Source: an optimization exercise on an open RTL-to-GDS flow (aim: small area and a short achievable clock period). Production flows keep margins and buffers that such runs may drop. Where RTL was checked, it was by simulation tests only, not by an equivalence proof against the original. For runs 2 and 5, only the layout was checked, not whether the RTL still works.

==> flow/design.v (outline; a module is shown in full before it is edited, if it fits) <==
// module mult32: 84 lines
// module mul24: 1547 lines
// module fa_cell: 4 lines
// module han_cell: 4 lines
// module add_pre: 34 lines
// module adder32: 93 lines
// module PE: 37 lines
module PE (input [31:0] x, input [31:0] w, input [31:0] acc, output reg [31:0] res, input clk, output reg [31:0] wout);
  // ...
==> flow/flow/run.sh <==
#!/bin/bash
# The standard layout, with repair_timing asked to keep a setup margin, so that
# the timing repair also works on paths that already meet the 18 ns clock.
set -euo pipefail
MARGIN=$(cat flow/margin.txt)
bash standard.sh SETUP_SLACK_MARGIN=$MARGIN finish > flow_make.log 2>&1
==> flow/flow/margin.txt <==
11
==> flow/standard.sh <==
#!/bin/bash
# synth_recipe.tcl (not shown) runs the flow's synth.tcl, then flattens the netlist and writes it again
# the make line also repeats each setting of config.mk as NAME=value (left out here)
make -C /OpenROAD-flow-scripts/flow DESIGN_CONFIG=/design/flow/config.mk WORK_HOME=/design/flow/orfs CLKGATE_MAP_FILE= SYNTH_SCRIPT=/design/flow/synth_recipe.tcl "${@:-finish}"
==> flow/config.mk <==
export PLATFORM = sky130hd
export DESIGN_NAME = PE
export DESIGN_NICKNAME = PE
export VERILOG_FILES = /design/flow/design.v
export SDC_FILE = /design/flow/constraint.sdc
export NUM_CORES = 4
export LEC_CHECK = 0
export CAP_MARGIN = 20
export CORE_MARGIN = 2
export CORE_UTILIZATION = 60
export SLEW_MARGIN = 20
export SYNTH_HIERARCHICAL = 1
export SYNTH_MINIMUM_KEEP_SIZE = 0
==> flow/constraint.sdc <==
create_clock -name core_clock -period 18.0 [get_ports {clk}]
set_input_delay 3.6000 -clock core_clock [delete_from_list [all_inputs] [get_ports {clk}]]
set_output_delay 3.6000 -clock core_clock [all_outputs]
set_load 0.01 [all_outputs]
==> results.yml, run 1 <==
synthesis:
  yosys_warnings: 9
layout:
  buffers: 455
  stdcell_area_um2: 44200
  layout_commonest_cell: "nand2_1"
  final_cell_mix: "804 x nand2_1, 458 x fa_1, 379 x inv_1"
  nonClkBufAreaFrac_pct: 11.6
  final_cells: 5683
  multi_input_area_um2: 32500
  antenna_cells: 11
route:
  wl_mm: 150
  wl_per_cell_um: 26.4
  wl_met3_mm: 20.2
  drt_first_pass_iters: 8
  drc: 0
floorplan:
  core-area_um2: 62700
clocking:
  post_cts_buffers: 153
  numCtsBuffers: 17
  clk_latency_ns: 0.53
  cts.sinks: 164
critical_path:
  cp-start-kind: "register"
  slowest_stage: "fa_1"
sta:
  fmax_ghz: 0.124
  worst_pin_slew_ns: 1.03
  hold_viol: 0
  worst_slew_margin_rel_pct: 30.8
  rsz0062_at_grt: "true"
outcome:
  status: "timing/DRC/antenna clean"
grt:
  antenna_found_initial: 9
  grt_pass1_wl_mm: 218
  grt_usage_pct: 44.5
  global_route.usage.met1_pct: 56.0
worst_hold_path:
  hold_path_end: "res[30]"
  holdCritPathClass: "reg2reg"
placement:
  gp_congestion: 1.06
==> module add_pre, before the edit <==
module add_pre (input as, input [7:0] ae, input [22:0] af,
                input a_zero, input a_inf, input a_nan,
                input [9:0] f0, input [1:0] k, input [31:0] b,
                output sx, output sy, output [7:0] ex, output [22:0] fx,
                output [22:0] fy, output [7:0] d,
                output r_nan, output r_inf, output r_zz, output r_pass);
  wire        sb = b[31];
  wire [7:0]  eb = b[30:23];
  wire [22:0] bf = b[22:0];
  wire        fb_nz = |bf;
  wire        b_max = &eb;
  wire        b_zero = ~|eb & ~fb_nz;
  wire [9:0] p0 = f0 - {2'b0, eb};
  wire [9:0] n0 = {2'b0, eb} - f0;
  wire [9:0] p1 = p0 + 10'd1;
  wire [9:0] p2 = p0 + 10'd2;
  wire [9:0] n1 = n0 - 10'd1;
  wire [9:0] n2 = n0 - 10'd2;
  wire [7:0] d0 = p0[9] ? n0[7:0] : p0[7:0];
  wire [7:0] d1 = p1[9] ? n1[7:0] : p1[7:0];
  wire [7:0] d2 = p2[9] ? n2[7:0] : p2[7:0];
  wire       xa = (k == 2'd0) ? ~p0[9] : (k == 2'd1) ? ~p1[9] : ~p2[9];
  assign d  = (k == 2'd0) ? d0 : (k == 2'd1) ? d1 : d2;
  assign r_nan  = a_nan | (b_max & fb_nz);
  assign r_inf  = ~r_nan & (a_inf | b_max);
  assign r_zz   = ~r_nan & ~r_inf & a_zero & b_zero;
  assign r_pass = ~r_nan & ~r_inf & (a_zero ^ b_zero);
  wire       xs = a_inf | (~b_max & (b_zero | (~a_zero & xa)));
  assign sx = xs ? as : sb;
  assign sy = xs ? sb : as;
  assign ex = xs ? ae : eb;
  assign fx = xs ? af : bf;
  assign fy = xs ? bf : af;
endmodule
==> module adder32, before the edit <==
module adder32 (input sx, input sy, input [7:0] ex, input [22:0] fx,
                input [22:0] fy, input [7:0] d,
                input r_nan, input r_inf, input r_zz, input r_pass,
                output reg [31:0] z);
  wire        sub = sx ^ sy;
  wire        a_eq = ~|d & (fx == fy);
  wire [26:0] mx  = {1'b1, fx, 3'b000};
  wire [26:0] my  = {1'b1, fy, 3'b000};
  wire [26:0] sh0 = ((|d[7:5]) | (d[4:0] > 5'd26)) ? 27'd0 : (my >> d[4:0]);
  wire [26:0] sh  = {sh0[26:1], sh0[0] | sh0[1]};
  wire [27:0] t   = sub ? ({1'b0, mx} - {1'b0, sh}) : ({1'b0, mx} + {1'b0, sh});
  wire        c   = t[27];
  wire        n1  = ~t[27] & ~t[26];
  wire [23:0] mf  = c ? t[27:4] : (n1 ? {t[25:4], t[2], 1'b0} : {t[26:4], t[2]});
  wire        gf  = c ? t[3] : t[2];
  wire        rf  = c ? t[2] : t[1];
  wire        stf = c ? (t[1] | t[0]) : t[0];
  wire        incf = gf & (rf | stf | mf[0]);
  wire        ecf;
  wire [8:0]  exm = {1'b0, ex} - 9'd1;
  wire [8:0]  ex1 = {1'b0, ex} + 9'd1;
  wire [8:0]  ex2 = {1'b0, ex} + 9'd2;
  wire [7:0]  ef0 = c ? ex1[7:0] : (n1 ? exm[7:0] : ex);
  wire [7:0]  ef1 = c ? ex2[7:0] : (n1 ? ex : ex1[7:0]);
  wire        uf0 = ~c & (n1 ? (ex < 8'd2) : (ex == 8'd0));
  wire        uf1 = ~c & n1 & (ex == 8'd0);
  wire        of0 = c & (ex == 8'd254);
  wire        of1 = c ? (ex >= 8'd253) : (~n1 & (ex == 8'd254));
  wire [7:0]  ef  = ecf ? ef1 : ef0;
  wire        uff = ecf ? uf1 : uf0;
  wire        off = ecf ? of1 : of0;
  wire [24:0] xn  = {1'b1, fx, 1'b0};
  wire [24:0] yn  = d[0] ? {2'b01, fy} : {1'b1, fy, 1'b0};
  wire [25:0] t1  = {1'b0, xn} - {1'b0, yn};
  wire [25:0] t2  = {1'b0, yn} - {1'b0, xn};
  wire        neg = t1[25];
  wire [24:0] tn  = neg ? t2[24:0] : t1[24:0];
  wire        sn  = neg ? sy : sx;
  wire [23:0] mn  = {tn[24:2], tn[0]};
  wire [23:0] m1  = {t1[24:2], t1[0]};
  wire [23:0] m2  = {t2[24:2], t2[0]};
  reg  [4:0]  lz1, lz2;
  integer i;
  always @* begin
    lz1 = 5'd24;
    lz2 = 5'd24;
    for (i = 0; i < 24; i = i + 1) begin
      if (m1[i]) lz1 = 5'd23 - i[4:0];
      if (m2[i]) lz2 = 5'd23 - i[4:0];
    end
  end
  wire [4:0]  lz   = neg ? lz2 : lz1;
  wire [23:0] mnn  = mn << lz;
  wire        lz0  = mn[23];
  wire [8:0]  exl  = {1'b0, ex} - {4'd0, lz};
  wire [7:0]  en   = lz0 ? ex : exl[7:0];
  reg  [23:0] topmask;
  integer n;
  always @* begin
    for (n = 0; n < 24; n = n + 1)
      topmask[n] = ({1'b0, ex} > (9'd23 - n));
  end
  wire        ufn  = ~|(mn & topmask) & ((|mn) | (ex < 8'd25));
  wire        ofn  = 1'b0;
  wire        near = sub & ~|d[7:1];
  wire [23:0] mi  = near ? mn : mf;
  wire        ii  = near ? tn[0] : incf;
  wire [23:0] mi1 = mi + {23'd0, ii};
  assign ecf = incf & (mf == 24'hfffffe);
  wire        sr = near ? sn : sx;
  wire [23:0] mr = (near & ~lz0) ? mnn : mi1;
  wire [7:0]  er = near ? en : ef;
  wire        uf = near ? ufn : uff;
  wire        of = near ? ofn : off;
  always @* begin
    if (r_nan)
      z = 32'hffc00000;
    else if (r_inf)
      z = {sx, 8'hff, 23'd0};
    else if (r_zz)
      z = {sx & sy, 31'd0};
    else if (r_pass)
      z = {sx, ex, fx};
    else if (a_eq & sub)
      z = 32'd0;
    else if (uf)
      z = 32'd0;
    else if (of)
      z = {sr, 8'hff, 23'd0};
    else
      z = {sr, er, mr[22:0]};
  end
endmodule
==> module PE, before the edit <==
module PE (input [31:0] x, input [31:0] w, input [31:0] acc, output reg [31:0] res, input clk, output reg [31:0] wout);
  reg  [31:0] x_q;
  reg         sx_q, sy_q, rnan_q, rinf_q, rzz_q, rpass_q;
  reg  [7:0]  ex_q, d_q;
  reg  [22:0] fx_q, fy_q;
  wire        ps, pzero, pinf, pnan;
  wire [7:0]  pe;
  wire [22:0] pf;
  wire [9:0]  f0;
  wire [1:0]  k;
  wire        sx, sy, rnan, rinf, rzz, rpass;
  wire [7:0]  ex, d;
  wire [22:0] fx, fy;
  wire [31:0] sum;
  mult32 m1 (.a(x_q), .b(wout), .zs(ps), .ze(pe), .zf(pf), .zzero(pzero), .zinf(pinf),
             .znan(pnan), .f0(f0), .k(k));
  add_pre p1 (.as(ps), .ae(pe), .af(pf), .a_zero(pzero), .a_inf(pinf), .a_nan(pnan),
              .f0(f0), .k(k), .b(acc), .sx(sx), .sy(sy), .ex(ex), .fx(fx), .fy(fy), .d(d),
              .r_nan(rnan), .r_inf(rinf), .r_zz(rzz), .r_pass(rpass));
  adder32 a1 (.sx(sx_q), .sy(sy_q), .ex(ex_q), .fx(fx_q), .fy(fy_q), .d(d_q),
              .r_nan(rnan_q), .r_inf(rinf_q), .r_zz(rzz_q), .r_pass(rpass_q), .z(sum));
  always @(posedge clk) begin
    x_q     <= x;
    wout    <= w;
    sx_q    <= sx;
    sy_q    <= sy;
    ex_q    <= ex;
    fx_q    <= fx;
    fy_q    <= fy;
    d_q     <= d;
    rnan_q  <= rnan;
    rinf_q  <= rinf;
    rzz_q   <= rzz;
    rpass_q <= rpass;
    res     <= sum;
  end
endmodule
==> inputs of run 2 (changes only) <==
--- a/flow/design.v
+++ b/flow/design.v
@@ -1,93 +1,102 @@
-module mult32 (input [31:0] a, input [31:0] b,
-               output        zs,      
-               output [7:0]  ze,      
-               output [22:0] zf,      
-               output        zzero,   
-               output        zinf,    
-               output        znan,    
-               output [9:0]  f0,      
-               output [1:0]  k);
-  wire       s  = a[31] ^ b[31];
+module mul_a (input [31:0] a, input [31:0] b,
+              output [47:0] sn,      
+              output [47:0] cn,
+              output [8:0]  e2,      
+              output        s,       
+              output        in_nan,  
+              output        in_inf,  
+              output        in_zero, 
+              output        st);     
   wire [7:0] ea = a[30:23];
   wire [7:0] eb = b[30:23];
   wire       fa_nz = |a[22:0];
   wire       fb_nz = |b[22:0];
   wire       a_max = &ea;
   wire       b_max = &eb;
-  wire       a_nan = a_max & fa_nz;
-  wire       b_nan = b_max & fb_nz;
   wire       a_zero = ~|ea & ~fa_nz;
   wire       b_zero = ~|eb & ~fb_nz;
-  wire [47:0] ps, pc;
-  mul24 u_mul (.a({1'b1, a[22:0]}), .b({1'b1, b[22:0]}), .s(ps), .c(pc));
-  wire [47:0] p = ps + pc;
-  wire        hi = p[47];
-  wire        g  = p[23];
-  wire        r  = p[22];
+  mul24 u_mul (.a({1'b1, a[22:0]}), .b({1'b1, b[22:0]}), .sn(sn), .cn(cn));
+  assign s       = a[31] ^ b[31];
+  assign e2      = {1'b0, ea} + {1'b0, eb};
+  assign in_nan  = (a_max & fa_nz) | (b_max & fb_nz) | (a_max & b_zero) | (b_max & a_zero);
+  assign in_inf  = a_max | b_max;
+  assign in_zero = a_zero | b_zero;
   reg  [4:0]  tza, tzb;
   integer i;
   always @* begin
     tza = 5'd23;
     tzb = 5'd23;
     for (i = 22; i >= 0; i = i - 1) begin
       if (a[i]) tza = i[4:0];
       if (b[i]) tzb = i[4:0];
     end
   end
   wire [5:0]  tz = {1'b0, tza} + {1'b0, tzb};
-  wire        st = tz < 6'd22;
+  assign st = tz < 6'd22;
+endmodule
+module mul_b (input [47:0] sn, input [47:0] cn, input [8:0] e2, input s,
+              input in_nan, input in_inf, input in_zero, input st,
+              output        zs,      
+              output [7:0]  ze,      
+              output [22:0] zf,      
+              output        zzero,   
+              output        zinf,    
+              output        znan,    
+              output [9:0]  f0,      
+              output [1:0]  k);
+  wire [47:0] ps = ~sn;
+  wire [47:0] pc = ~cn;
+  wire [47:0] p = ps + pc;
+  wire        hi = p[47];
+  wire        g  = p[23];
+  wire        r  = p[22];
   wire [47:0] h = ps ^ pc;
   wire [47:0] gg = ps & pc;
   wire [47:0] q = h ^ {gg[46:0], 1'b0};
   reg  [22:0] q_run;    
   integer j;
   always @* begin
     q_run[0] = 1'b1;
     for (j = 1; j < 23; j = j + 1)
       q_run[j] = &(q[46:25] | ~({22{1'b1}} >> (22 - j)));
   end
   wire        inc_hi = g & (r | st | p[24]);
   wire        inc_lo = g & (r | st);
   wire [22:0] carry_hi = {23{inc_hi}} & ({q_run[21:0], 1'b1} & {{22{p[24]}}, 1'b1});
   wire [22:0] f_hi = p[46:24] ^ carry_hi;
   wire [22:0] f_lo = {p[45:24], inc_lo};
   wire        ones_46_26 = &q[46:26];
-  wire        ec_hi = 1'b0;
   wire        ec_lo = inc_lo & p[24] & q[25] & ones_46_26;
-  wire        ec = hi ? ec_hi : ec_lo;
-  wire [8:0]  e2 = {1'b0, ea} + {1'b0, eb};
+  wire        ec = ~hi & ec_lo;
   wire [9:0]  tm = {1'b0, e2} - 10'd1;
   wire [9:0]  t0 = {1'b0, e2};
   wire [9:0]  tp = {1'b0, e2} + 10'd1;
   wire        uf_m = tm[9] | (tm < 10'd127);
   wire        uf_0 = t0 < 10'd127;
   wire        uf_p = tp < 10'd127;
   wire        of_m = ~tm[9] & (tm > 10'd380);
   wire        of_0 = t0 > 10'd380;
   wire        of_p = tp > 10'd380;
   assign k   = {1'b0, hi} + {1'b0, ec};
   wire        uf = (k == 2'd0) ? uf_m : (k == 2'd1) ? uf_0 : uf_p;
   wire        of = (k == 2'd0) ? of_m : (k == 2'd1) ? of_0 : of_p;
   wire [7:0]  ec0 = tm[7:0] + 8'd130;
   wire [7:0]  ec1 = t0[7:0] + 8'd130;
   wire [7:0]  ec2 = tp[7:0] + 8'd130;
   assign f0  = tm - 10'd126;
-  wire        in_nan = a_nan | b_nan | (a_max & b_zero) | (b_max & a_zero);
-  wire        in_inf = a_max | b_max;
-  wire        in_zero = a_zero | b_zero;
   assign znan  = in_nan;
   assign zinf  = ~in_nan & (in_inf | (~in_zero & ~uf & of));
   assign zzero = ~in_nan & ~in_inf & (in_zero | uf);
   assign zs = in_nan | (s & ~(~in_inf & ~in_zero & uf));
   assign ze = (k == 2'd0) ? ec0 : (k == 2'd1) ? ec1 : ec2;
   assign zf = hi ? f_hi : f_lo;
 endmodule
-module mul24 (input [23:0] a, input [23:0] b, output [47:0] s, output [47:0] c);
+module mul24 (input [23:0] a, input [23:0] b, output [47:0] sn, output [47:0] cn);
   wire [23:0] an = ~a;
   wire [23:0] bn = ~b;
   wire pp1 = ~(a[0] & b[0]);
   wire pp2 = ~(a[1] & b[0]);
   wire pp3 = ~(a[2] & b[0]);
   wire pp4 = ~(a[3] & b[0]);
   wire pp5 = ~(a[4] & b[0]);
   wire pp6 = ~(a[5] & b[0]);
@@ -1621,32 +1630,32 @@
   wire s1534, c1535;
   fa_cell us1534 (.a(s1366), .b(c1447), .ci(s1448), .s(s1534), .co(c1535));
   wire s1536, c1537;
   fa_cell us1536 (.a(s1450), .b(c1367), .ci(c1449), .s(s1536), .co(c1537));
   wire s1538, c1539;
   fa_cell us1538 (.a(s1452), .b(c1369), .ci(c1451), .s(s1538), .co(c1539));
   wire s1540, c1541;
   fa_cell us1540 (.a(bn[22]), .b(an[22]), .ci(c1453), .s(s1540), .co(c1541));
-  assign s = ~{1'b1, c1541, c1539, c1537, c1535, c1533, c1531, c1529, c1527, c1525, c1523, c1521, c1519, c1517, c1515, c1513, c1511, c1509, c1507, c1505, c1503, c1501, c1499, c1497, c1495, c1493, c1491, c1489, c1487, c1485, c1483, c1481, c1479, c1477, c1475, c1473, c1471, c1469, c1467, c1465, c1463, c1461, c1459, c1457, c1455, s1454, pp2, pp1};
-  assign c = ~{1'b1, 1'b0, s1540, s1538, s1536, s1534, s1532, s1530, s1528, s1526, s1524, s1522, s1520, s1518, s1516, s1514, s1512, s1510, s1508, s1506, s1504, s1502, s1500, s1498, s1496, s1494, s1492, s1490, s1488, s1486, s1484, s1482, s1480, s1478, s1476, s1474, s1472, s1470, s1468, s1466, s1464, s1462, s1460, s1458, s1456, pp47, pp24, 1'b1};
+  assign sn = {1'b1, c1541, c1539, c1537, c1535, c1533, c1531, c1529, c1527, c1525, c1523, c1521, c1519, c1517, c1515, c1513, c1511, c1509, c1507, c1505, c1503, c1501, c1499, c1497, c1495, c1493, c1491, c1489, c1487, c1485, c1483, c1481, c1479, c1477, c1475, c1473, c1471, c1469, c1467, c1465, c1463, c1461, c1459, c1457, c1455, s1454, pp2, pp1};
+  assign cn = {1'b1, 1'b0, s1540, s1538, s1536, s1534, s1532, s1530, s1528, s1526, s1524, s1522, s1520, s1518, s1516, s1514, s1512, s1510, s1508, s1506, s1504, s1502, s1500, s1498, s1496, s1494, s1492, s1490, s1488, s1486, s1484, s1482, s1480, s1478, s1476, s1474, s1472, s1470, s1468, s1466, s1464, s1462, s1460, s1458, s1456, pp47, pp24, 1'b1};
 endmodule
 module fa_cell (input a, input b, input ci, output s, output co);
   assign s  = a ^ b ^ ci;
   assign co = (a & b) | (a & ci) | (b & ci);
 endmodule
 module han_cell (input a, input b, output s, output co);
   assign s  = ~(a ^ b);
   assign co = a | b;
 endmodule
 module add_pre (input as, input [7:0] ae, input [22:0] af,
                 input a_zero, input a_inf, input a_nan,
                 input [9:0] f0, input [1:0] k, input [31:0] b,
                 output sx, output sy, output [7:0] ex, output [22:0] fx,
-                output [22:0] fy, output [7:0] d,
+                output [26:0] sh, output [7:0] d,
                 output r_nan, output r_inf, output r_zz, output r_pass);
   wire        sb = b[31];
   wire [7:0]  eb = b[30:23];
   wire [22:0] bf = b[22:0];
   wire        fb_nz = |bf;
   wire        b_max = &eb;
   wire        b_zero = ~|eb & ~fb_nz;
   wire [9:0] p0 = f0 - {2'b0, eb};
@@ -1664,29 +1673,30 @@
   assign r_inf  = ~r_nan & (a_inf | b_max);
   assign r_zz   = ~r_nan & ~r_inf & a_zero & b_zero;
   assign r_pass = ~r_nan & ~r_inf & (a_zero ^ b_zero);
   wire       xs = a_inf | (~b_max & (b_zero | (~a_zero & xa)));
   assign sx = xs ? as : sb;
   assign sy = xs ? sb : as;
   assign ex = xs ? ae : eb;
   assign fx = xs ? af : bf;
-  assign fy = xs ? bf : af;
+  wire [22:0] fy = xs ? bf : af;
+  wire [26:0] my  = {1'b1, fy, 3'b000};
+  assign sh = (|d[7:5]) ? 27'd0 : (my >> {d[4:3], 3'b000});
 endmodule
 module adder32 (input sx, input sy, input [7:0] ex, input [22:0] fx,
-                input [22:0] fy, input [7:0] d,
+                input [26:0] sh, input [7:0] d,
                 input r_nan, input r_inf, input r_zz, input r_pass,
                 output reg [31:0] z);
   wire        sub = sx ^ sy;
-  wire        a_eq = ~|d & (fx == fy);
+  wire        a_eq = ~|d & (fx == sh[25:3]);
+  wire [26:0] sh1 = sh >> d[2:0];
+  wire [26:0] sha = {sh1[26:1], sh1[0] | sh1[1]};
   wire [26:0] mx  = {1'b1, fx, 3'b000};
-  wire [26:0] my  = {1'b1, fy, 3'b000};
-  wire [26:0] sh0 = ((|d[7:5]) | (d[4:0] > 5'd26)) ? 27'd0 : (my >> d[4:0]);
-  wire [26:0] sh  = {sh0[26:1], sh0[0] | sh0[1]};
-  wire [27:0] t   = sub ? ({1'b0, mx} - {1'b0, sh}) : ({1'b0, mx} + {1'b0, sh});
+  wire [27:0] t   = sub ? ({1'b0, mx} - {1'b0, sha}) : ({1'b0, mx} + {1'b0, sha});
   wire        c   = t[27];
   wire        n1  = ~t[27] & ~t[26];
   wire [23:0] mf  = c ? t[27:4] : (n1 ? {t[25:4], t[2], 1'b0} : {t[26:4], t[2]});
   wire        gf  = c ? t[3] : t[2];
   wire        rf  = c ? t[2] : t[1];
   wire        stf = c ? (t[1] | t[0]) : t[0];
   wire        incf = gf & (rf | stf | mf[0]);
   wire        ecf;
@@ -1698,17 +1708,17 @@
   wire        uf0 = ~c & (n1 ? (ex < 8'd2) : (ex == 8'd0));
   wire        uf1 = ~c & n1 & (ex == 8'd0);
   wire        of0 = c & (ex == 8'd254);
   wire        of1 = c ? (ex >= 8'd253) : (~n1 & (ex == 8'd254));
   wire [7:0]  ef  = ecf ? ef1 : ef0;
   wire        uff = ecf ? uf1 : uf0;
   wire        off = ecf ? of1 : of0;
   wire [24:0] xn  = {1'b1, fx, 1'b0};
-  wire [24:0] yn  = d[0] ? {2'b01, fy} : {1'b1, fy, 1'b0};
+  wire [24:0] yn  = d[0] ? {1'b0, sh[26:3]} : sh[26:2];
   wire [25:0] t1  = {1'b0, xn} - {1'b0, yn};
   wire [25:0] t2  = {1'b0, yn} - {1'b0, xn};
   wire        neg = t1[25];
   wire [24:0] tn  = neg ? t2[24:0] : t1[24:0];
   wire        sn  = neg ? sy : sx;
   wire [23:0] mn  = {tn[24:2], tn[0]};
   wire [23:0] m1  = {t1[24:2], t1[0]};
   wire [23:0] m2  = {t2[24:2], t2[0]};
@@ -1760,44 +1770,61 @@
       z = 32'd0;
     else if (of)
       z = {sr, 8'hff, 23'd0};
     else
       z = {sr, er, mr[22:0]};
   end
 endmodule
 module PE (input [31:0] x, input [31:0] w, input [31:0] acc, output reg [31:0] res, input clk, output reg [31:0] wout);
-  reg  [31:0] x_q;
-  reg         sx_q, sy_q, rnan_q, rinf_q, rzz_q, rpass_q;
-  reg  [7:0]  ex_q, d_q;
-  reg  [22:0] fx_q, fy_q;
+  wire [47:0] sn, cn;
+  wire [8:0]  e2;
+  wire        ms, mnan, minf, mzero, mst;
+  reg  [47:0] sn_q, cn_q;
+  reg  [8:0]  e2_q;
+  reg         ms_q, mnan_q, minf_q, mzero_q, mst_q;
+  mul_a ma (.a(x), .b(w), .sn(sn), .cn(cn), .e2(e2), .s(ms), .in_nan(mnan), .in_inf(minf),
+            .in_zero(mzero), .st(mst));
   wire        ps, pzero, pinf, pnan;
   wire [7:0]  pe;
   wire [22:0] pf;
   wire [9:0]  f0;
   wire [1:0]  k;
   wire        sx, sy, rnan, rinf, rzz, rpass;
   wire [7:0]  ex, d;
-  wire [22:0] fx, fy;
-  wire [31:0] sum;
-  mult32 m1 (.a(x_q), .b(wout), .zs(ps), .ze(pe), .zf(pf), .zzero(pzero), .zinf(pinf),
-             .znan(pnan), .f0(f0), .k(k));
+  wire [22:0] fx;
+  wire [26:0] sh;
+  reg         sx_q, sy_q, rnan_q, rinf_q, rzz_q, rpass_q;
+  reg  [7:0]  ex_q, d_q;
+  reg  [22:0] fx_q;
+  reg  [26:0] sh_q;
+  mul_b mb (.sn(sn_q), .cn(cn_q), .e2(e2_q), .s(ms_q), .in_nan(mnan_q), .in_inf(minf_q),
+            .in_zero(mzero_q), .st(mst_q), .zs(ps), .ze(pe), .zf(pf), .zzero(pzero), .zinf(pinf),
+            .znan(pnan), .f0(f0), .k(k));
   add_pre p1 (.as(ps), .ae(pe), .af(pf), .a_zero(pzero), .a_inf(pinf), .a_nan(pnan),
-              .f0(f0), .k(k), .b(acc), .sx(sx), .sy(sy), .ex(ex), .fx(fx), .fy(fy), .d(d),
+              .f0(f0), .k(k), .b(acc), .sx(sx), .sy(sy), .ex(ex), .fx(fx), .sh(sh), .d(d),
               .r_nan(rnan), .r_inf(rinf), .r_zz(rzz), .r_pass(rpass));
-  adder32 a1 (.sx(sx_q), .sy(sy_q), .ex(ex_q), .fx(fx_q), .fy(fy_q), .d(d_q),
+  wire [31:0] sum;
+  adder32 a1 (.sx(sx_q), .sy(sy_q), .ex(ex_q), .fx(fx_q), .sh(sh_q), .d(d_q),
               .r_nan(rnan_q), .r_inf(rinf_q), .r_zz(rzz_q), .r_pass(rpass_q), .z(sum));
   always @(posedge clk) begin
-    x_q     <= x;
     wout    <= w;
+    sn_q    <= sn;
+    cn_q    <= cn;
+    e2_q    <= e2;
+    ms_q    <= ms;
+    mnan_q  <= mnan;
+    minf_q  <= minf;
+    mzero_q <= mzero;
+    mst_q   <= mst;
     sx_q    <= sx;
     sy_q    <= sy;
     ex_q    <= ex;
     fx_q    <= fx;
-    fy_q    <= fy;
+    sh_q    <= sh;
     d_q     <= d;
     rnan_q  <= rnan;
     rinf_q  <= rinf;
     rzz_q   <= rzz;
     rpass_q <= rpass;
     res     <= sum;
   end
 endmodule
==> results.yml, run 2 <==
outcome:
  status: "timing/DRC/antenna clean"
sta:
  worst_slew_margin_rel_pct: 25.3
  fmax_ghz: 0.143
  hold_viol: 0
  slew_viol_final: 0
  setup_viol: 0
  rsz0062_at_grt: "true"
  fin_skew_ns: 0.0287
  worst_pin_slew_ns: 1.12
  period_share_pct: 38.8
  setup_ws_ns: 11.02
  finalCriticalPeriod_ns: 6.98
  tns_ns: 0
synthesis:
  yosys_warnings: 10
  synth.cell_area_um2: 41800
  syn_inst: 4943
  avgSynthCellArea_um2: 8.46
grt:
  grt_start_max_net_pins: 52
  grt_overflow_total: 0
  grt_usage_pct: 45.7
  grt_pass1_wl_mm: 245
  antenna_found_initial: 15
  grt_pass1_vias: 39400
critical_path:
  cp_max_fo: 14
  slowest_delay_ns: 0.55
  arrival_ns: 7.45
  crit_path_end_kind: "register"
  critPathTopFamily: "adder cells"
  rr_worst_depth: 22
  path_buf_inv: 3
  path_class: "in2reg"
  cp-start-kind: "primary input"
  critical_path_required_ns: 18.47
  slowest_stage: "fa_1"
  regToRegStartpoint: "d_q[0]"
  rr_endpoint: "res[4]"
  crit_top_cell: "fa_2"
  path_cells: "dlygate4sd2_1, buf_12, inv_1, fa_2, fa_2, fa_1, fa_2, fa_2, fa_1, fa_1"
  r2r_setup_slack_ns: 11.11
clocking:
  htreeDepth: 2
  clockBufferDepth: 3
  clk_latency_ns: 0.61
  cts_tree: "yes"
  clk_pin_slew_ns: 0.06
  clock-root-buffer: "clkbuf_16"
  cts.sinks: 246
  numCtsBuffers: 37
flow_run:
  drv_cap: 0
floorplan:
  rows: 96
  core-area_um2: 68800
  boundaryPins: 161
  die_h_um: 268
  die_x_um: 268
  initial_core_util_pct: 60.7
  die-area_um2: 71800
worst_hold_path:
  hold_path_end: "res[30]"
  holdCritPathClass: "reg2reg"
  hold_start: "ex_q[7]"
  whs_path_depth: 2
route:
  vias_per_cell: 6.79
  wl_mm: 167
  drc: 0
  drtIter0Drc: 5082
  vias: 40200
  wl_per_cell_um: 28.2
  drt_first_pass_iters: 9
  ant_nets: 0
layout:
  fill_cells: 5611
  layout_commonest_cell: "nand2_1"
  syn2layout_area_growth_pct: 12.3
  reg_top3: "cn_q x48, sn_q x48"
  drive_gt1_share_pct: 12.6
  final_cell_mix: "808 x nand2_1, 473 x fa_1, 408 x inv_1"
  nNetsFinal: 5780
placement:
  place_ws_ns: 9.24
  dp_hpwl_mm: 114
  gp_congestion: 1.09
  numPortBuffers: 160
## run 2: cell count changes in the layout (fill, tap and decap cells not counted), sizes merged, moves of 23 or more
cell,before,now
buf,282,144
dfxtp,164,246
clkdlybuf4s50,160,109
clkbuf,30,74
nand4,41,82
o211ai,24,63
nor2,270,240
bufbuf,0,29
xor2,89,62
a21oi,248,225
## run 2: final cells by class
class / count / area (µm²) / area share, %
tap: 931 / 1160 / 2.48
antenna: 8 / 20.0 / 0.0427
clock inverter: 20 / 216 / 0.461
timing repair buffer: 337 / 4380 / 9.33
clock buffer: 46 / 1030 / 2.19
multi-input combinational: 3912 / 33600 / 71.6
sequential: 246 / 4930 / 10.5
inverter: 420 / 1600 / 3.41
## run 2: per-stage QoR
step | instance area (µm²) | hold WS [ns] | instances | util, %
2_1_floorplan | 41900 | 0.460 | 4945 | -
3_3_place_gp | 42700 | 0.602 | 5749 | 62.0
3_5_place_dp | 42700 | 0.598 | 5749 | 62.0
4_1_cts | 45800 | 0.610 | 5862 | 66.5
5_1_grt | 46900 | 0.643 | 5913 | 68.2
6_report | 46900 | 0.617 | 5920 | 68.2
## run 2: worst max path at each step
stage	start	end	slack (ns)	cells past startpoint
after floorplan	w[1]	cn_q[26]	10.84	10
after global placement	acc[27]	sh_q[10]	9.28	13
after detailed placement	acc[27]	sh_q[10]	9.24	13
after CTS	d_q[1]	res[22]	10.96	27
after global routing	d_q[0]	res[30]	10.93	29
final	x[2]	cn_q[27]	11.02	10
## run 2: what timing repair did
item                       4_1_cts  5_1_grt
gates resized for setup        223      204
pin swaps                       12       29
setup endpoints to repair      135       98
hold buffers                     0        0
buffers inserted                17       39
gates cloned                    30       11
## run 2: worst register-to-register path, cell delays in order (launching register included)
cell and delay (ns):
dfxtp_4 0.36, buf_12 0.19, mux2i_1 0.34, inv_1 0.17, o21ai_4 0.26, mux2_2 0.26
ha_1 0.39, a21o_1 0.27, a31oi_2 0.32, nor3_1 0.09, o21ai_0 0.19, nand4_1 0.20
o31ai_4 0.40, buf_4 0.17, buf_4 0.17, a21boi_1 0.14, o31ai_1 0.31, and2_2 0.48
and4_2 0.53, and3_4 0.37, o211a_4 0.31, and3_2 0.45, a22o_1 0.41
## run 2: routing by layer
layer	part of all wire [%]	wire length [µm]	track usage [%]
met5	0.065	108	0
met4	9.8	16400	34.7
met3	14	22600	18.1
met2	43	71300	68.7
met1	34	56500	52.6
==> inputs of run 3 (changes only) <==
--- a/flow/design.v
+++ b/flow/design.v
@@ -1681,5 +1681,6 @@
   wire [22:0] fy = xs ? bf : af;
   wire [26:0] my  = {1'b1, fy, 3'b000};
-  assign sh = (|d[7:5]) ? 27'd0 : (my >> {d[4:3], 3'b000});
+  wire [26:0] sh0 = ((|d[7:5]) | (d[4:0] > 5'd26)) ? 27'd0 : (my >> d[4:0]);
+  assign sh = {sh0[26:1], sh0[0] | sh0[1]};
 endmodule
 module adder32 (input sx, input sy, input [7:0] ex, input [22:0] fx,
@@ -1689,8 +1690,6 @@
   wire        sub = sx ^ sy;
   wire        a_eq = ~|d & (fx == sh[25:3]);
-  wire [26:0] sh1 = sh >> d[2:0];
-  wire [26:0] sha = {sh1[26:1], sh1[0] | sh1[1]};
   wire [26:0] mx  = {1'b1, fx, 3'b000};
-  wire [27:0] t   = sub ? ({1'b0, mx} - {1'b0, sha}) : ({1'b0, mx} + {1'b0, sha});
+  wire [27:0] t   = sub ? ({1'b0, mx} - {1'b0, sh}) : ({1'b0, mx} + {1'b0, sh});
   wire        c   = t[27];
   wire        n1  = ~t[27] & ~t[26];
@@ -1714,5 +1713,5 @@
   wire        off = ecf ? of1 : of0;
   wire [24:0] xn  = {1'b1, fx, 1'b0};
-  wire [24:0] yn  = d[0] ? {1'b0, sh[26:3]} : sh[26:2];
+  wire [24:0] yn  = sh[26:2];
   wire [25:0] t1  = {1'b0, xn} - {1'b0, yn};
   wire [25:0] t2  = {1'b0, yn} - {1'b0, xn};
==> results.yml, run 3 <==
outcome:
  status: "timing/DRC/antenna clean"
sta:
  rsz0062_at_grt: "true"
  slew_viol_final: 0
  period_share_pct: 39.6
  fin_skew_ns: 0.0228
  finalCriticalPeriod_ns: 7.13
  setup_viol: 0
  hold_viol: 0
  fmax_ghz: 0.140
  setup_ws_ns: 10.87
  worst_pin_slew_ns: 1.22
  worst_slew_margin_rel_pct: 17.5
  tns_ns: 0
layout:
  nNetsFinal: 5447
  syn2layout_area_growth_pct: 12.6
  multi_input_area_um2: 31500
  final_cell_mix: "815 x nand2_1, 468 x fa_1, 367 x inv_1"
  regArea_um2: 4920
  fill_cells: 5287
  reg_top3: "cn_q x48, sn_q x48"
  layout_commonest_cell: "nand2_1"
  fin_util_pct: 68.0
  drive_gt1_share_pct: 13.0
grt:
  grt_pass1_vias: 36100
  grt_start_max_net_pins: 57
  use_met3_pct: 12.0
  grt_usage_pct: 44.5
  grt_overflow_total: 0
  use_met2_pct: 67.0
  busiest_layer: "met2"
  antenna_found_initial: 4
  grt_pass1_wl_mm: 227
  global_route.usage.met1_pct: 55.5
flow_run:
  drv_cap: 0
placement:
  dp_hpwl_mm: 106
  numPortBuffers: 160
  gp_congestion: 1.07
  place_ws_ns: 9.28
critical_path:
  path_class: "in2reg"
  path_cells: "dlymetal6s2s_1, buf_12, nand2_1, fa_1, fa_1, fa_1, fa_2, fa_1, fa_1"
  r2r_setup_slack_ns: 11.04
  regToRegStartpoint: "fx_q[5]"
  critPathTopFamily: "adder cells"
  cp-start-kind: "primary input"
  path_buf_inv: 2
  arrival_ns: 7.59
  crit_path_end_kind: "register"
  slowest_stage: "fa_1"
  cp_max_fo: 14
  rr_worst_depth: 22
  crit_start: "x[6]"
  slowest_delay_ns: 0.64
  rr_endpoint: "res[30]"
  critical_path_required_ns: 18.46
  crit_top_cell: "fa_1"
worst_hold_path:
  hold_start: "mnan_q"
  hold_path_end: "rnan_q"
  holdCritPathClass: "reg2reg"
  whs_path_depth: 1
route:
  drtIter0Drc: 5030
  ant_nets: 0
  wl_per_cell_um: 29.0
  vias_per_cell: 6.79
  drt_first_pass_iters: 9
  vias: 37600
  drc: 0
  wl_mm: 160
synthesis:
  synth.cell_area_um2: 39700
  avgSynthCellArea_um2: 8.61
  syn_inst: 4607
  yosys_warnings: 10
clocking:
  hold_buffers: 0
  htreeDepth: 1
  cts_tree: "yes"
  clk_pin_slew_ns: 0.06
  clockBufferDepth: 3
  clk_latency_ns: 0.60
  numCtsBuffers: 30
  cts.sinks: 246
  clock-root-buffer: "clkbuf_16"
floorplan:
  boundaryPins: 161
  rows: 94
  core-area_um2: 65600
  initial_core_util_pct: 60.4
  die-area_um2: 68200
  die_x_um: 261
  die_h_um: 261
run 3: worst max-delay path by stage:
| stage | to | slack, ns | depth (start not counted) |
|---|---|---|---|
| 2_1_floorplan | sh_q[0] | 10.77 | 20 |
| 3_3_place_gp | sh_q[26] | 8.87 | 15 |
| 3_5_place_dp | sh_q[0] | 9.28 | 17 |
| 4_1_cts | sh_q[0] | 10.98 | 18 |
| 5_1_grt | sh_q[0] | 10.86 | 19 |
| 6_report | cn_q[28] | 10.87 | 9 |
run 3: what timing repair did:
| item | CTS | global route |
|---|---|---|
| setup endpoints to repair | 96 | 71 |
| buffers inserted | 32 | 40 |
| cloned | 31 | 18 |
| pin swaps | 20 | 33 |
| resized for setup | 259 | 149 |
run 3: cell type report:
class,count,area share (%)
tap,864,2.42
timing repair buffer,348,10.4
multi-input combinational,3628,70.5
antenna,1,0.00560
sequential,246,11.0
inverter,389,3.29
clock inverter,22,0.658
clock buffer,32,1.72
run 3: per-layer routing:
metal	share of wire [%]	routed length, µm	vias up
met3	13	20800	898
met5	0.015	24	-
li1	-	-	15800
met4	11	17000	4
met2	42	66900	2932
met1	35	55500	18000
run 3: stage by stage:
stage          instances  hold slack [ns]  area [µm²]
3_3_place_gp        5353            0.608       40500
3_5_place_dp        5354            0.631       40500
4_1_cts             5471            0.641       43600
5_1_grt             5529            0.662       44700
6_report            5530            0.646       44700
2_1_floorplan       4609            0.452       39900
==> inputs of run 4 (changes only) <==
==> flow/flow/run.sh (replaced) <==
#!/bin/bash
# The standard layout, with two changes to how it is made:
# - repair_timing is asked to keep a setup margin (flow/margin.txt, in ns), so
#   that the timing repair also works on paths that already meet the clock;
# - the port buffers that buffer_ports inserts on every input and output are
#   sky130_fd_sc_hd__buf_2 cells instead of its default delay-buffer cell.
# make's full output goes to flow_make.log; each ORFS step keeps its own log
# under orfs/logs.
set -euo pipefail
MARGIN=$(cat flow/margin.txt)
bash standard.sh SETUP_SLACK_MARGIN=$MARGIN \
  "BUFFER_PORTS_ARGS=-buffer_cell sky130_fd_sc_hd__buf_2" finish > flow_make.log 2>&1
==> results.yml, run 4 <==
route:
  ant_nets: 0
  drtIter0Drc: 4479
  wl_mm: 144
  vias: 35800
  drt_first_pass_iters: 8
  wl_per_cell_um: 26.6
  vias_per_cell: 6.62
  drc: 0
critical_path:
  slowest_delay_ns: 0.46
  path_class: "in2reg"
  arrival_ns: 7.50
  slowest_stage: "a2111oi_4"
  crit_path_end_kind: "register"
  critPathTopFamily: "compound AO/OA/AOI/OAI gates"
  cp_max_fo: 8
  path_cells: "buf_8, ha_4, fa_2, nand2b_4, a2111oi_4, a211o_1, nand3_2, o311a_1, nor4_4, buf_6, buf_12, mux4_2, mux2i_2, mux2i_1, nor2_1, o221ai_2, or3_1"
  cp-start-kind: "primary input"
  critical_path_required_ns: 18.47
  path_buf_inv: 3
clocking:
  numCtsBuffers: 30
  clock-root-buffer: "clkbuf_16"
  htreeDepth: 1
  clk_latency_ns: 0.64
  clockBufferDepth: 3
  clk_pin_slew_ns: 0.06
  cts_tree: "yes"
  cts.sinks: 246
floorplan:
  die_x_um: 261
  die_h_um: 261
  initial_core_util_pct: 60.4
  die-area_um2: 68200
  rows: 94
  core-area_um2: 65600
  boundaryPins: 161
sta:
  fin_skew_ns: 0.0546
  setup_viol: 0
  tns_ns: 0
  slew_viol_final: 0
  rsz0062_at_grt: "true"
  worst_slew_margin_rel_pct: 20.1
  worst_pin_slew_ns: 1.19
  fmax_ghz: 0.142
  finalCriticalPeriod_ns: 7.03
  period_share_pct: 39.1
  hold_viol: 0
grt:
  grt_pass1_wl_mm: 216
  grt_start_max_net_pins: 57
  grt_overflow_total: 0
  antenna_found_initial: 2
  grt_usage_pct: 41.9
  grt_pass1_vias: 35300
placement:
  dp_hpwl_mm: 108
  gp_congestion: 1.06
  numPortBuffers: 160
outcome:
  status: "timing/DRC/antenna clean"
worst_hold_path:
  holdCritPathClass: "reg2reg"
layout:
  syn2layout_area_growth_pct: 4.43
  final_cell_mix: "815 x nand2_1, 468 x fa_1, 369 x inv_1"
  fill_cells: 5775
  reg_top3: "cn_q x48, sn_q x48"
  nNetsFinal: 5324
  fin_util_pct: 63.1
  layout_commonest_cell: "nand2_1"
  drive_gt1_share_pct: 13.2
  antenna_cells: 0
synthesis:
  syn_inst: 4607
  avgSynthCellArea_um2: 8.61
  synth.cell_area_um2: 39700
  yosys_warnings: 10
flow_run:
  drv_cap: 0
## run 4: changes by cell type in the layout (fill, tap and decap cells not counted), moves of 7 or more
| cell | delta |
|---|---|
| buf_12 | -46 |
| buf_4 | -7 |
| bufbuf_16 | -28 |
| clkdlybuf4s50_1 | -106 |
| dlymetal6s2s_1 | -13 |
| clkbuf_16 | -15 |
| clkbuf_2 | -12 |
| buf_2 | +114 |
## run 4: timing repair
| action | 4_1_cts | 5_1_grt |
|---|---|---|
| hold buffers | 0 | 0 |
| gates cloned | 2 | 4 |
| resized for setup | 61 | 86 |
| endpoints found under the setup margin | 44 | 56 |
| pin swaps | 10 | 21 |
| setup buffers | 13 | 19 |
| endpoints found under the hold margin | 0 | 0 |
## run 4: path summary, 6_finish.rpt
check | from | slack, ns | to | cells after the start
worst min-delay path | mnan_q | 0.59 | rnan_q | 1
worst max register to register | fx_q[4] | 11.10 | res[19] | 16
worst min register to register | mnan_q | 0.59 | rnan_q | 1
worst max-delay path | acc[23] | 10.97 | sh_q[0] | 17
## run 4: worst reg2reg max path: stages (launching register included)
cell	delay, ns
dfxtp_1	0.60
inv_1	0.10
ha_2	0.60
nand4_1	0.47
a211oi_4	0.49
a21oi_1	0.32
o21ai_0	0.44
mux2i_1	0.28
a211o_1	0.36
o2111ai_1	0.31
a221o_1	0.39
nor4bb_1	0.82
a21oi_1	0.24
nor3_4	0.55
nor3_4	0.15
nand2_1	0.35
a22oi_1	0.26
## run 4: routing by layer
layer  up-vias  share of wire (%)  global-route usage, %
met5         -             0.0069                      0
met4         2                6.9                   24.0
met3       515                 11                   8.69
met2      2316                 44                   65.1
met1     17400                 38                   54.7
li1      15500                  -                      -
## run 4: metrics by stage
stage / hold WS [ns] / area [µm²] / worst slack, ns / std cells
after global routing: 0.627 / 41400 / 10.90 / 5408
after floorplan: 0.452 / 39900 / 10.77 / 4609
after global placement: 0.590 / 39400 / 9.72 / 5312
after detailed placement: 0.579 / 39400 / 9.69 / 5313
final: 0.589 / 41400 / 10.97 / 5408
after CTS: 0.583 / 40800 / 10.96 / 5384
## run 4: final cells by class
class | instances | area [µm²] | area share, %
clock buffer | 39 | 845 | 2.04
timing repair buffer | 224 | 1520 | 3.68
clock inverter | 17 | 170 | 0.411
inverter | 389 | 1470 | 3.55
tap | 864 | 1080 | 2.61
multi-input combinational | 3629 | 31400 | 75.8
sequential | 246 | 4920 | 11.9
==> inputs of run 5 (changes only) <==
--- a/flow/design.v
+++ b/flow/design.v
@@ -1,5 +1,6 @@
 module mul_a (input [31:0] a, input [31:0] b,
-              output [47:0] sn,      
-              output [47:0] cn,
+              output [47:15] sn,     
+              output [47:15] cn,     
+              output        c15,     
               output [8:0]  e2,      
               output        s,       
@@ -16,5 +17,10 @@
   wire       a_zero = ~|ea & ~fa_nz;
   wire       b_zero = ~|eb & ~fb_nz;
-  mul24 u_mul (.a({1'b1, a[22:0]}), .b({1'b1, b[22:0]}), .sn(sn), .cn(cn));
+  wire [47:0] sn_all, cn_all;
+  mul24 u_mul (.a({1'b1, a[22:0]}), .b({1'b1, b[22:0]}), .sn(sn_all), .cn(cn_all));
+  assign sn = sn_all[47:15];
+  assign cn = cn_all[47:15];
+  wire [15:0] low = {1'b0, ~sn_all[14:0]} + {1'b0, ~cn_all[14:0]};
+  assign c15 = low[15];
   assign s       = a[31] ^ b[31];
   assign e2      = {1'b0, ea} + {1'b0, eb};
@@ -35,5 +41,5 @@
   assign st = tz < 6'd22;
 endmodule
-module mul_b (input [47:0] sn, input [47:0] cn, input [8:0] e2, input s,
+module mul_b (input [47:15] sn, input [47:15] cn, input c15, input [8:0] e2, input s,
               input in_nan, input in_inf, input in_zero, input st,
               output        zs,      
@@ -45,13 +51,13 @@
               output [9:0]  f0,      
               output [1:0]  k);
-  wire [47:0] ps = ~sn;
-  wire [47:0] pc = ~cn;
-  wire [47:0] p = ps + pc;
+  wire [47:15] ps = ~sn;
+  wire [47:15] pc = ~cn;
+  wire [47:15] p = ps + pc + {32'd0, c15};
   wire        hi = p[47];
   wire        g  = p[23];
   wire        r  = p[22];
-  wire [47:0] h = ps ^ pc;
-  wire [47:0] gg = ps & pc;
-  wire [47:0] q = h ^ {gg[46:0], 1'b0};
+  wire [47:15] h = ps ^ pc;
+  wire [47:15] gg = ps & pc;
+  wire [47:16] q = h[47:16] ^ gg[46:15];
   reg  [22:0] q_run;    
   integer j;
@@ -1775,11 +1781,13 @@
 endmodule
 module PE (input [31:0] x, input [31:0] w, input [31:0] acc, output reg [31:0] res, input clk, output reg [31:0] wout);
-  wire [47:0] sn, cn;
+  wire [47:15] sn, cn;
+  wire        c15;
   wire [8:0]  e2;
   wire        ms, mnan, minf, mzero, mst;
-  reg  [47:0] sn_q, cn_q;
+  reg  [47:15] sn_q, cn_q;
+  reg         c15_q;
   reg  [8:0]  e2_q;
   reg         ms_q, mnan_q, minf_q, mzero_q, mst_q;
-  mul_a ma (.a(x), .b(w), .sn(sn), .cn(cn), .e2(e2), .s(ms), .in_nan(mnan), .in_inf(minf),
+  mul_a ma (.a(x), .b(w), .sn(sn), .cn(cn), .c15(c15), .e2(e2), .s(ms), .in_nan(mnan), .in_inf(minf),
             .in_zero(mzero), .st(mst));
   wire        ps, pzero, pinf, pnan;
@@ -1796,5 +1804,5 @@
   reg  [22:0] fx_q;
   reg  [26:0] sh_q;
-  mul_b mb (.sn(sn_q), .cn(cn_q), .e2(e2_q), .s(ms_q), .in_nan(mnan_q), .in_inf(minf_q),
+  mul_b mb (.sn(sn_q), .cn(cn_q), .c15(c15_q), .e2(e2_q), .s(ms_q), .in_nan(mnan_q), .in_inf(minf_q),
             .in_zero(mzero_q), .st(mst_q), .zs(ps), .ze(pe), .zf(pf), .zzero(pzero), .zinf(pinf),
             .znan(pnan), .f0(f0), .k(k));
@@ -1809,4 +1817,5 @@
     sn_q    <= sn;
     cn_q    <= cn;
+    c15_q   <= c15;
     e2_q    <= e2;
     ms_q    <= ms;
==> flow/flow/run.sh (replaced) <==
#!/bin/bash
# The standard layout, with repair_timing asked to keep a setup margin, so that
# the timing repair also works on paths that already meet the 18 ns clock.
set -euo pipefail
MARGIN=$(cat flow/margin.txt)
bash standard.sh SETUP_SLACK_MARGIN=$MARGIN finish > flow_make.log 2>&1
==> results.yml, run 5 <==
layout:
  final_cells: 5597
  reg_top3: "cn_q x33, sn_q x33"
  drive_gt1_share_pct: 14.0
  final_cell_mix: "807 x nand2_1, 465 x fa_1, 381 x inv_1"
  fill_cells: 5033
  layout_commonest_cell: "nand2_1"
  syn2layout_area_growth_pct: 13.7
  nNetsFinal: 5520
critical_path:
  regToRegStartpoint: "fx_q[2]"
  arrival_ns: 7.64
  rr_endpoint: "res[14]"
  crit_start: "x[22]"
  crit_path_end_kind: "register"
  path_class: "in2reg"
  r2r_setup_slack_ns: 11.10
  rr_worst_depth: 19
  cp-start-kind: "primary input"
  cp_max_fo: 9
  critical_path_required_ns: 18.46
clocking:
  cts.sinks: 217
  clock-root-buffer: "clkbuf_16"
  clk_pin_slew_ns: 0.06
  clockBufferDepth: 3
  numCtsBuffers: 29
  clk_latency_ns: 0.62
  hold_buffers: 0
  htreeDepth: 1
  cts_tree: "yes"
floorplan:
  die-area_um2: 67500
  die_h_um: 260
  rows: 93
  core-area_um2: 64600
  boundaryPins: 161
  initial_core_util_pct: 60.8
  die_x_um: 260
flow_run:
  drv_cap: 0
placement:
  post-place-cells: 5350
  gp_congestion: 1.06
  dp_hpwl_mm: 105
  numPortBuffers: 160
grt:
  antenna_found_initial: 9
  grt_start_max_net_pins: 56
  grt_pass1_vias: 37200
  grt_usage_pct: 46.0
  grt_overflow_total: 0
  grt_pass1_wl_mm: 232
synthesis:
  yosys_warnings: 10
  synth.cell_area_um2: 39300
  avgSynthCellArea_um2: 8.50
  syn_inst: 4618
route:
  wl_mm: 163
  drt_first_pass_iters: 8
  vias_per_cell: 6.82
  wl_per_cell_um: 29.1
  drtIter0Drc: 5053
  drc: 0
  vias: 38200
  ant_nets: 0
sta:
  tns_ns: 0
  slew_viol_final: 0
  rsz0062_at_grt: "true"
  worst_pin_slew_ns: 1.21
  fin_skew_ns: 0.0376
  fmax_ghz: 0.139
  finalCriticalPeriod_ns: 7.17
  setup_viol: 0
  hold_viol: 0
  period_share_pct: 39.8
  worst_slew_margin_rel_pct: 18.5
outcome:
  status: "timing/DRC/antenna clean"
worst_hold_path:
  holdCritPathClass: "reg2reg"
  hold_path_end: "res[6]"
  hold_start: "fx_q[6]"
  whs_path_depth: 2
==> run 5: routing by layer <==
metal | global-route usage [%] | share of wire, % | up-vias
met3 | 12.8 | 13 | 1067
met1 | 54.4 | 34 | 18000
li1 | - | - | 16000
met5 | 0.142 | 0.042 | -
met4 | 37.5 | 11 | 8
met2 | 69.9 | 42 | 3069
==> run 5: worst max-delay path by stage <==
stage	slack (ns)	depth (start not counted)	to
global placement	8.97	15	sh_q[0]
CTS	10.93	16	sh_q[0]
global route	10.83	17	sh_q[9]
detailed placement	8.91	15	sh_q[0]
floorplan	10.85	15	sh_q[0]
finish	10.83	11	cn_q[25]
==> run 5: through the flow <==
stage          area (µm²)  setup WS [ns]  util (%)  hold WS (ns)
6_report            44700          10.83      69.2         0.541
3_3_place_gp        40000           8.97      61.9         0.517
4_1_cts             43200          10.93      67.0         0.524
5_1_grt             44600          10.83      69.1         0.556
2_1_floorplan       39400          10.85         -         0.452
3_5_place_dp        40000           8.91      61.9         0.523
==> run 5: what timing repair did <==
action / in CTS / in global routing
setup buffers: 36 / 103
cloned: 39 / 12
setup endpoints to repair: 99 / 65
pin swaps: 19 / 39
resized for setup: 269 / 177
==> run 5: cell type report <==
cell class | count | area [µm²] | share of cell area, %
antenna | 8 | 20.0 | 0.0448
clock buffer | 38 | 800 | 1.79
clock inverter | 11 | 158 | 0.353
inverter | 398 | 1500 | 3.37
multi-input combinational | 3657 | 31600 | 70.7
sequential | 217 | 4350 | 9.73
tap | 855 | 1070 | 2.40
timing repair buffer | 413 | 5190 | 11.6
==> run 5: worst max-delay path, cell delays in order <==
cell and delay (ns):
clkbuf_2 0.26, buf_12 0.18, buf_4 0.13, nand2_1 0.10, fa_2 0.42, fa_1 0.61, fa_1 0.47, fa_1 0.48
fa_2 0.41, fa_1 0.52, fa_2 0.44
==> inputs of run 6 (changes only) <==
--- a/flow/design.v
+++ b/flow/design.v
@@ -1657,5 +1657,5 @@
                 input [9:0] f0, input [1:0] k, input [31:0] b,
                 output sx, output sy, output [7:0] ex, output [22:0] fx,
-                output [26:0] sh, output [7:0] d,
+                output [26:0] sh, output d_0, output d_le1,
                 output r_nan, output r_inf, output r_zz, output r_pass);
   wire        sb = b[31];
@@ -1675,5 +1675,7 @@
   wire [7:0] d2 = p2[9] ? n2[7:0] : p2[7:0];
   wire       xa = (k == 2'd0) ? ~p0[9] : (k == 2'd1) ? ~p1[9] : ~p2[9];
-  assign d  = (k == 2'd0) ? d0 : (k == 2'd1) ? d1 : d2;
+  wire [7:0] d = (k == 2'd0) ? d0 : (k == 2'd1) ? d1 : d2;
+  assign d_0   = ~|d;
+  assign d_le1 = ~|d[7:1];
   assign r_nan  = a_nan | (b_max & fb_nz);
   assign r_inf  = ~r_nan & (a_inf | b_max);
@@ -1691,9 +1693,9 @@
 endmodule
 module adder32 (input sx, input sy, input [7:0] ex, input [22:0] fx,
-                input [26:0] sh, input [7:0] d,
+                input [26:0] sh, input d_0, input d_le1,
                 input r_nan, input r_inf, input r_zz, input r_pass,
                 output reg [31:0] z);
   wire        sub = sx ^ sy;
-  wire        a_eq = ~|d & (fx == sh[25:3]);
+  wire        a_eq = d_0 & (fx == sh[25:3]);
   wire [26:0] mx  = {1'b1, fx, 3'b000};
   wire [27:0] t   = sub ? ({1'b0, mx} - {1'b0, sh}) : ({1'b0, mx} + {1'b0, sh});
@@ -1751,5 +1753,5 @@
   wire        ufn  = ~|(mn & topmask) & ((|mn) | (ex < 8'd25));
   wire        ofn  = 1'b0;
-  wire        near = sub & ~|d[7:1];
+  wire        near = sub & d_le1;
   wire [23:0] mi  = near ? mn : mf;
   wire        ii  = near ? tn[0] : incf;
@@ -1797,9 +1799,11 @@
   wire [1:0]  k;
   wire        sx, sy, rnan, rinf, rzz, rpass;
-  wire [7:0]  ex, d;
+  wire [7:0]  ex;
+  wire        d_0, d_le1;
   wire [22:0] fx;
   wire [26:0] sh;
   reg         sx_q, sy_q, rnan_q, rinf_q, rzz_q, rpass_q;
-  reg  [7:0]  ex_q, d_q;
+  reg  [7:0]  ex_q;
+  reg         d0_q, dle1_q;
   reg  [22:0] fx_q;
   reg  [26:0] sh_q;
@@ -1808,8 +1812,8 @@
             .znan(pnan), .f0(f0), .k(k));
   add_pre p1 (.as(ps), .ae(pe), .af(pf), .a_zero(pzero), .a_inf(pinf), .a_nan(pnan),
-              .f0(f0), .k(k), .b(acc), .sx(sx), .sy(sy), .ex(ex), .fx(fx), .sh(sh), .d(d),
+              .f0(f0), .k(k), .b(acc), .sx(sx), .sy(sy), .ex(ex), .fx(fx), .sh(sh), .d_0(d_0), .d_le1(d_le1),
               .r_nan(rnan), .r_inf(rinf), .r_zz(rzz), .r_pass(rpass));
   wire [31:0] sum;
-  adder32 a1 (.sx(sx_q), .sy(sy_q), .ex(ex_q), .fx(fx_q), .sh(sh_q), .d(d_q),
+  adder32 a1 (.sx(sx_q), .sy(sy_q), .ex(ex_q), .fx(fx_q), .sh(sh_q), .d_0(d0_q), .d_le1(dle1_q),
               .r_nan(rnan_q), .r_inf(rinf_q), .r_zz(rzz_q), .r_pass(rpass_q), .z(sum));
   always @(posedge clk) begin
@@ -1829,5 +1833,6 @@
     fx_q    <= fx;
     sh_q    <= sh;
-    d_q     <= d;
+    d0_q    <= d_0;
+    dle1_q  <= d_le1;
     rnan_q  <= rnan;
     rinf_q  <= rinf;
==> flow/flow/run.sh (replaced) <==
#!/bin/bash
# The standard layout, with two changes to how it is made:
# - repair_timing is asked to keep a setup margin (flow/margin.txt, in ns), so
#   that the timing repair also works on paths that already meet the clock;
# - the port buffers that buffer_ports inserts on every input and output are
#   sky130_fd_sc_hd__buf_2 cells instead of its default delay-buffer cell.
# make's full output goes to flow_make.log; each ORFS step keeps its own log
# under orfs/logs.
set -euo pipefail
MARGIN=$(cat flow/margin.txt)
bash standard.sh SETUP_SLACK_MARGIN=$MARGIN \
  "BUFFER_PORTS_ARGS=-buffer_cell sky130_fd_sc_hd__buf_2" finish > flow_make.log 2>&1
==> results.yml, run 6 <==
synthesis:
  yosys_warnings: 10
  syn_inst: 4644
  synth.cell_area_um2: 38900
  avgSynthCellArea_um2: 8.38
critical_path:
  arrival_ns: 7.49
  rr_worst_depth: 23
  slowest_stage: "or4_4"
  regToRegStartpoint: "fx_q[4]"
  critical_path_required_ns: 18.44
  critPathTopFamily: "compound AO/OA/AOI/OAI gates"
  rr_endpoint: "res[22]"
  path_cells: "buf_2, inv_1, ha_4, nor2_1, a21oi_1, xnor2_2, or4_4, o311a_4, a211oi_4, buf_6, buf_12, mux4_2, mux2i_4, mux2i_2, a22oi_1, o21ai_1"
  slowest_delay_ns: 0.61
  r2r_setup_slack_ns: 11.12
  cp_max_fo: 7
  path_buf_inv: 4
  crit_path_end_kind: "register"
  path_class: "in2reg"
  cp-start-kind: "primary input"
sta:
  fmax_ghz: 0.142
  rsz0062_at_grt: "true"
  fin_skew_ns: 0.0283
  setup_viol: 0
  fin_hold_ws_ns: 0.606
  hold_viol: 0
  worst_pin_slew_ns: 1.21
  finalCriticalPeriod_ns: 7.04
  tns_ns: 0
  period_share_pct: 39.1
  slew_viol_final: 0
  worst_slew_margin_rel_pct: 18.8
clocking:
  htreeDepth: 1
  clk_pin_slew_ns: 0.06
  hold_buffers: 0
  cts_tree: "yes"
  cts.sinks: 211
  clk_latency_ns: 0.59
  clock-root-buffer: "clkbuf_16"
  numCtsBuffers: 26
  clockBufferDepth: 3
worst_hold_path:
  whs_path_depth: 2
  hold_path_end: "res[19]"
  holdCritPathClass: "reg2reg"
  hold_start: "fx_q[19]"
grt:
  grt_pass1_vias: 36100
  grt_overflow_total: 0
  grt_usage_pct: 42.4
  grt_start_max_net_pins: 53
  grt_pass1_wl_mm: 217
  antenna_found_initial: 1
flow_run:
  drv_cap: 0
route:
  ant_nets: 0
  drt_first_pass_iters: 7
  vias_per_cell: 6.70
  vias: 36500
  wl_mm: 145
  drtIter0Drc: 4720
  drc: 0
  wl_per_cell_um: 26.7
floorplan:
  die_x_um: 259
  die_h_um: 259
  die-area_um2: 66900
  rows: 93
  core-area_um2: 64300
  initial_core_util_pct: 60.5
  boundaryPins: 161
layout:
  regArea_um2: 4240
  fill_cells: 5518
  final_cell_mix: "789 x nand2_1, 462 x fa_1, 387 x inv_1"
  syn2layout_area_growth_pct: 6.27
  nNetsFinal: 5377
  antenna_cells: 0
  multi_input_area_um2: 31400
  fin_util_pct: 64.3
  drive_gt1_share_pct: 13.1
  reg_top3: "cn_q x33, sn_q x33"
  layout_commonest_cell: "nand2_1"
placement:
  gp_congestion: 1.05
  numPortBuffers: 160
  dp_hpwl_mm: 107
outcome:
  status: "timing/DRC/antenna clean"
## run 6: area by class of cell
class | count | area share (%)
Timing Repair Buffer | 255 | 5.30
Timing Repair inverter | 1 | 0.0121
Tap cell | 855 | 2.59
Inverter | 393 | 3.58
Multi-Input combinational cell | 3685 | 76.0
Sequential cell | 211 | 10.2
Clock buffer | 30 | 1.68
Clock inverter | 18 | 0.626
## run 6: worst max-delay path by stage
stage,startpoint,end,slack (ns),cells past startpoint
floorplan,acc[23],sh_q[0],10.80,17
global placement,acc[23],sh_q[4],9.44,16
detailed placement,acc[23],sh_q[4],9.36,16
CTS,acc[23],sh_q[4],10.97,16
global route,acc[26],sh_q[6],10.81,16
finish,acc[25],sh_q[4],10.96,16
## run 6: worst reg2reg max path, stage by stage, from the launching register on
cell and delay, ns:
dfxtp_1 0.72, inv_1 0.11, ha_1 0.40, buf_4 0.24, and4_1 0.23, o21ai_1 0.39, a21o_1 0.27, a211oi_2 0.16
o31a_1 0.36, a31o_2 0.38, nor2_2 0.31, buf_4 0.30, nand3_1 0.12, a31oi_1 0.21, ha_1 0.20, ha_1 0.19
o21ai_0 0.09, a31oi_1 0.25, o211ai_1 0.26, nor4_4 0.44, nand3_1 0.20, nor3_2 0.29, xnor2_1 0.17, a311oi_2 0.46
## run 6: through the flow
stage / worst slack, ns / cells / instance area (µm²)
after global placement: 9.44 / 5347 / 38800
after global routing: 10.81 / 5448 / 41400
after floorplan: 10.80 / 4646 / 39100
after detailed placement: 9.36 / 5347 / 38800
final: 10.96 / 5448 / 41400
after CTS: 10.97 / 5406 / 40300
## run 6: what timing repair did
item | 4_1_cts | 5_1_grt
gates resized for setup | 96 | 150
setup endpoints to repair | 98 | 74
buffers inserted | 9 | 31
gates cloned | 2 | 11
pin swaps | 5 | 39
## run 6: layer usage
metal  GRT usage [%]  wire length, µm
met5           0.214               64
met3            8.11            15500
met4            27.7            11400
met1            53.4            53200
met2            66.7            65000

port drivers added, routing unchanged:
The flow's constraints put no driver on any port. The routed layouts listed below were extracted and timed again, unchanged, in two steps. Step 1, drivers: a clkbuf_16 drives clk and a buf_2 each remaining input, both assumed. Step 2 adds t to the input delays and takes it off the output delays; t is the mean of the earliest and latest rising clock arrival at the registers after step 1. Input paths then give back, and output paths get back, about the clock's delay inside the block. Slacks: no drivers / after step 1 / after step 2; pairs: no drivers / after step 1.
run | shift t [ns] | setup slack, ns | pins driven straight from the clock port
run 1 | 0.583 | 9.948 / 9.948 / 9.948 | 1
run 2 | 0.661 | 11.023 / 11.058 / 10.397 | 1
run 3 | 0.661 | 10.867 / 10.912 / 10.251 | 1
run 4 | 0.682 | 10.970 / 11.002 / 10.320 | 1
run 5 | 0.655 | 10.828 / 10.845 / 10.190 | 1
run 6 | 0.639 | 10.956 / 10.978 / 10.339 | 1
After both steps setup and hold are still met in every run listed. For run 4, which loses most, drivers alone change the setup slack by +0.032 ns; drivers and shift together by -0.650 ns.
